This design comes from an exercise in tuning for small area and a short achievable clock period on the open sky130 flow, not from production work. Function was checked by simulation only, so behaviour that the tests miss may differ from the original. No activity file was given, so power comes from the tool's default toggle rates.

Setup of juniper:
==> flow/design.v <==
module ALU(
    input  [13:0] instruction,
    input  wire [19:0] A, B,
    input  cin, clk, rst,
    output reg [19:0] result,
    output wire [19:0] SX_flags,
    output wire reset,
    output reg carry_out,
    output wire halfword,
    output reg inc
);
assign halfword = 1'b0;
assign reset    = 1'b0;
reg sx0, sx1, sx12;
assign SX_flags = {7'b0, sx12, 10'b0, sx1, sx0};
wire [13:0] I = instruction;
reg keep, e_sum, e_p, e_g, e_sh, e_ls;
always @* begin
    keep = 1'b0; e_sum = 1'b0; e_p = 1'b0; e_g = 1'b0; e_sh = 1'b0; e_ls = 1'b0;
    case (I)
    14'h000, 14'h015, 14'h029, 14'h03E, 14'h053, 14'h068,
    14'h1E2, 14'h1F7, 14'h20C, 14'h221, 14'h236,
    14'h24B, 14'h260, 14'h275, 14'h28A, 14'h29F, 14'h2B4,
    14'h2C9, 14'h2DE: keep = 1'b1;
    14'h092: begin keep = ~sx12; e_p = sx12; end            
    14'h07D: e_ls = 1'b1;                                    
    14'h0A7, 14'h0E6, 14'h1A3: e_p = 1'b1;                   
    14'h0D1: begin e_p = 1'b1; e_g = 1'b1; end               
    14'h0BC: e_g = 1'b1;                                     
    14'h0FB, 14'h110, 14'h125, 14'h13A: e_sh = 1'b1;         
    14'h164, 14'h179, 14'h18E, 14'h1B8, 14'h1CD: e_sum = 1'b1;
    default: ;
    endcase
end
wire d_trap = (I == 14'h000);
wire d_jmp  = (I == 14'h029);
wire d_eq   = (I == 14'h1E2);
wire d_gt   = (I == 14'h1F7);
wire d_lt   = (I == 14'h20C);
wire d_get  = (I == 14'h221);
wire d_let  = (I == 14'h236);
wire d_cy   = (I == 14'h1A3) | (I == 14'h1CD);    
wire useB = (~I[0] & I[1] & I[2]) | (~I[1] & ~I[8]) | (I[7] & I[8]);
wire invX = (I[0] & I[2]) | (~I[2] & I[3]) | (~I[0] & ~I[2] & ~I[4]) | (I[9]);
wire c0 = (~I[0] & ~I[1]) | (~I[3]) | (I[0] & ~I[5] & ~cin);
wire xstat = (~I[0] & ~I[2] & ~I[8]);
wire addc = (~I[2] & ~I[4]);
wire left = (~I[0]);
wire rot = (I[5] & ~I[6]);
wire subc = (~I[1]);
wire [19:0] X = ({20{useB}} & B) ^ {20{invX}};
wire [19:0] p = A ^ X;
wire [19:0] g = A & X;
wire [20:0] pg0 = {g, c0};
wire [20:0] pp0 = {p, 1'b0};
wire [20:0] pg1, pp1, pg2, pp2, pg3, pp3, pg4, pp4, pg5, pp5;
genvar k;
generate for (k = 0; k < 21; k = k + 1) begin : g_pre
    if (k & 1)  begin assign pg1[k] = pg0[k] | pp0[k] & pg0[(k|0)-1];   assign pp1[k] = pp0[k] & pp0[(k|0)-1]; end
    else        begin assign pg1[k] = pg0[k]; assign pp1[k] = pp0[k]; end
    if (k & 2)  begin assign pg2[k] = pg1[k] | pp1[k] & pg1[(k|1)-2];   assign pp2[k] = pp1[k] & pp1[(k|1)-2]; end
    else        begin assign pg2[k] = pg1[k]; assign pp2[k] = pp1[k]; end
    if (k & 4)  begin assign pg3[k] = pg2[k] | pp2[k] & pg2[(k|3)-4];   assign pp3[k] = pp2[k] & pp2[(k|3)-4]; end
    else        begin assign pg3[k] = pg2[k]; assign pp3[k] = pp2[k]; end
    if (k & 8)  begin assign pg4[k] = pg3[k] | pp3[k] & pg3[(k|7)-8];   assign pp4[k] = pp3[k] & pp3[(k|7)-8]; end
    else        begin assign pg4[k] = pg3[k]; assign pp4[k] = pp3[k]; end
    if (k & 16) begin assign pg5[k] = pg4[k] | pp4[k] & pg4[(k|15)-16]; assign pp5[k] = pp4[k] & pp4[(k|15)-16]; end
    else        begin assign pg5[k] = pg4[k]; assign pp5[k] = pp4[k]; end
end endgenerate
wire [19:0] sum = p ^ pg5[19:0];    
wire ge = pg5[20];                  
wire eq = &p;                      
wire [4:0] s   = B[4:0];
wire sok = e_sh & (B[19:5] == 15'b0) & (s <= 5'd20);
wire gH  = sok & (rot | left);
wire gL  = sok & (rot | ~left);
wire [4:0] amt = left ? (5'd20 - s) : s;
wire [39:0] F0 = {A & {20{gH}}, A & {20{gL}}};
wire [34:0] F1 = amt[4] ? {16'b0, F0[39:16]} : F0[34:0];
wire [26:0] F2 = amt[3] ? F1[34:8] : F1[26:0];
wire [22:0] F3 = amt[2] ? F2[26:4] : F2[22:0];
wire [20:0] F4 = amt[1] ? F3[22:2] : F3[20:0];
wire [19:0] sh = amt[0] ? F4[20:1] : F4[19:0];
wire [19:0] pl = {p[19:13], p[12] ^ xstat, p[11:2], p[1] ^ (xstat & sx1), p[0] ^ (xstat & sx0) ^ (addc & cin)};
wire [19:0] ls = {7'b0, sx12, 10'b0, sx1, sx0};
wire [19:0] nres = ({20{keep}} & result) | ({20{e_sum}} & sum) | ({20{e_p}} & pl) |
                   ({20{e_g}} & g) | sh | ({20{e_ls}} & ls);
always @(posedge clk or posedge rst) begin
    if (rst) begin
        result    <= 20'b0;
        carry_out <= 1'b0;
        inc       <= 1'b0;
        sx0       <= 1'b0;
        sx1       <= 1'b0;
        sx12      <= 1'b0;
    end else begin
        result <= nres;
        if (d_cy)
            carry_out <= ((A[0] ^ subc) & B[0]) | ((A[0] ^ subc) & cin) | (B[0] & cin);
        if (d_jmp)
            inc <= 1'b1;
        if (d_trap)
            sx12 <= 1'b1;
        if (d_eq | d_get | d_let)
            sx0 <= d_eq ? eq : d_get ? ge : (~ge | eq);
        if (d_gt | d_lt | d_get | d_let)
            sx1 <= d_gt ? (ge & ~eq) : d_let ? (~ge | eq) : ~ge;
    end
end
endmodule
==> flow/config.mk <==
export PLATFORM = sky130hd
export DESIGN_NAME = ALU
export DESIGN_NICKNAME = ALU
export VERILOG_FILES = /design/flow/design.v
export SDC_FILE = /design/flow/constraint.sdc
export NUM_CORES = 4
export LEC_CHECK = 0
export CAP_MARGIN = 20
export CORE_MARGIN = 2
export CORE_UTILIZATION = 40
export SETUP_SLACK_MARGIN = 2.4
export SLEW_MARGIN = 20
export TNS_END_PERCENT = 20
==> flow/constraint.sdc <==
create_clock -name core_clock -period 6.0 [get_ports {clk}]
set_input_delay 1.2000 -clock core_clock [delete_from_list [all_inputs] [get_ports {clk}]]
set_output_delay 1.2000 -clock core_clock [all_outputs]
set_load 0.01 [all_outputs]
standard.sh (not shown) runs the stock make flow with config.mk's settings and CLKGATE_MAP_FILE= SYNTH_SCRIPT=/design/flow/synth_recipe.tcl, a recipe that flattens the netlist after the stock synthesis.
==> flow/flow/run.sh <==
#!/bin/bash
# Layout: the standard flow (standard.sh) with
#  - its own synthesis script (flow/my_synth.tcl: same as synth_recipe.tcl, but
#    ABC maps with flow/abc.script, a delay-targeted mapping, and no full/half
#    adder cells are extracted),
#  - small port buffers (buf_1) instead of the default delay-cell buffers,
#    resized after global placement for the load each input port drives
#    (flow/post_gpl.tcl); every input and output port keeps its own buffer,
#  - one tie cell for the constant outputs.
set -uo pipefail
HERE=$(pwd)
bash standard.sh SYNTH_SCRIPT=$HERE/flow/my_synth.tcl ADDER_MAP_FILE= \
  "BUFFER_PORTS_ARGS=-buffer_cell sky130_fd_sc_hd__buf_1" \
  POST_GLOBAL_PLACE_TCL=$HERE/flow/post_gpl.tcl \
  SKIP_REPAIR_TIE_FANOUT=1 finish > flow_standard.log 2>&1
==> flow/flow/abc.script <==
strash
dch -f
map -D 1500 -B 0.5
topo
buffer -c
upsize -D 1500
dnsize -D 1500
==> flow/flow/my_synth.tcl <==
# The standard flow's synthesis script (synth_recipe.tcl), except that ABC maps with
# abc.script beside this file (delay-targeted mapping) instead of ORFS's
# speed script. Registers are mapped exactly as in the standard synthesis.
set ::my_flow_dir [file dirname [file normalize [info script]]]
proc synth {args} { yosys synth -nofsm -noshare {*}$args }
proc abc {args} {
  set out {}
  set skip 0
  foreach a $args {
    if {$skip} { set skip 0; continue }
    if {$a eq "-script" || $a eq "-D"} { set skip 1; continue }
    lappend out $a
  }
  lappend out -script [file join $::my_flow_dir abc.script]
  puts "abc with [file join $::my_flow_dir abc.script]"
  yosys abc {*}$out
}
source $::env(SCRIPTS_DIR)/synth.tcl
# left out here: clear keep_hierarchy, flatten, clean up, hide names made inside functions, write 1_2_yosys.v
==> flow/flow/post_gpl.tcl <==
# Size each input port's buffer for the load it drives (buffer_ports puts the
# same small buffer on every port). Every port keeps exactly one buffer.
foreach inst [get_cells input*] {
  set master [get_property $inst ref_name]
  if {![string match "sky130_fd_sc_hd__buf_*" $master]} continue
  set net [get_nets -of_objects [get_pins [get_full_name $inst]/X]]
  set fo [llength [get_pins -of_objects $net -filter "direction == input"]]
  if {$fo >= 10} {
    set cell sky130_fd_sc_hd__buf_4
  } elseif {$fo >= 5} {
    set cell sky130_fd_sc_hd__buf_2
  } else {
    continue
  }
  puts "port buffer [get_full_name $inst]: fanout $fo, $master -> $cell"
  replace_cell [get_full_name $inst] $cell
}
## Diff of input files: garnet against juniper
-- flow/design.v --
<<< juniper, line 72
wire eq = &p;                      
wire [4:0] s   = B[4:0];
wire sok = e_sh & (B[19:5] == 15'b0) & (s <= 5'd20);
wire gH  = sok & (rot | left);
wire gL  = sok & (rot | ~left);
wire [4:0] amt = left ? (5'd20 - s) : s;
wire [39:0] F0 = {A & {20{gH}}, A & {20{gL}}};
wire [34:0] F1 = amt[4] ? {16'b0, F0[39:16]} : F0[34:0];
wire [26:0] F2 = amt[3] ? F1[34:8] : F1[26:0];
wire [22:0] F3 = amt[2] ? F2[26:4] : F2[22:0];
wire [20:0] F4 = amt[1] ? F3[22:2] : F3[20:0];
wire [19:0] sh = amt[0] ? F4[20:1] : F4[19:0];
wire [19:0] pl = {p[19:13], p[12] ^ xstat, p[11:2], p[1] ^ (xstat & sx1), p[0] ^ (xstat & sx0) ^ (addc & cin)};
wire [19:0] ls = {7'b0, sx12, 10'b0, sx1, sx0};
wire [19:0] nres = ({20{keep}} & result) | ({20{e_sum}} & sum) | ({20{e_p}} & pl) |
                   ({20{e_g}} & g) | sh | ({20{e_ls}} & ls);
always @(posedge clk or posedge rst) begin
    if (rst) begin
>>> garnet, line 72
wire eq = &p;                      
wire [4:0] s   = B[4:0];
wire [4:0] amt = left ? (5'd20 - s) : s;
wire [19:0] r0 = amt[0] ? {A[0],     A[19:1]}   : A;
wire [19:0] r1 = amt[1] ? {r0[1:0],  r0[19:2]}  : r0;
wire [19:0] r2 = amt[2] ? {r1[3:0],  r1[19:4]}  : r1;
wire [19:0] r3 = amt[3] ? {r2[7:0],  r2[19:8]}  : r2;
wire [19:0] r4 = amt[4] ? {r3[15:0], r3[19:16]} : r3;
wire bok = e_sh & (B[19:5] == 15'b0);
wire [19:0] M;
genvar gi;
generate for (gi = 0; gi < 20; gi = gi + 1) begin : g_m
    assign M[gi] = bok & (rot ? (s <= 5'd20) : left ? (s <= gi) : (s <= 5'd19 - gi));
end endgenerate
wire [19:0] pl = {p[19:13], p[12] ^ xstat, p[11:2], p[1] ^ (xstat & sx1), p[0] ^ (xstat & sx0) ^ (addc & cin)};
wire [19:0] ls = {7'b0, sx12, 10'b0, sx1, sx0};
wire [19:0] nres = ({20{keep}} & result) | ({20{e_sum}} & sum) | ({20{e_p}} & pl) |
                   ({20{e_g}} & g) | (r4 & M) | ({20{e_ls}} & ls);
always @(posedge clk or posedge rst) begin
    if (rst) begin
Notes after the runs:
On number of antenna-violating nets in the routed design, garnet and juniper are basically level. Going from juniper to garnet, total stage count of the critical path down 3; effective utilization at floorplan went down by 0.36 points. Going from juniper to garnet, instance count of the mapped netlist now sits lower; via count now sits lower; clock tree buffer depth now sits at about the same level. Per the comparison of garnet with juniper, number of library cell types mapped by synthesis moved up, total power moved down.

[re-timing with driven ports]
How much do the figures lean on ideal ports? The routed layouts below were timed once more, with nothing changed but the port constraints.
Step 1, drivers: a clkbuf_16 drives clk and a buf_2 each remaining input, both assumed.
Step 2, shift: input delay + t, output delay - t, t = (earliest + latest rising clock arrival at the registers) / 2. This alone moves slack from input paths to output paths.
a / b / c = ideal / step 1 / step 2; a / b = the first two.
run	t (ns)	setup slack, ns	worst setup path at the end	latest minus earliest clock arrival (ns)	worst register clock-pin slew, ns
juniper	0.308	2.478 / 2.479 / 2.171	input to register	0.004 / 0.004	0.07 / 0.07
garnet	0.297	2.503 / 2.516 / 2.218	input to register	0.009 / 0.009	0.08 / 0.08
After both steps every run listed still meets setup and hold. The setup slack of juniper, which loses most, moves by +0.001 ns with the drivers and by -0.307 ns with both steps.
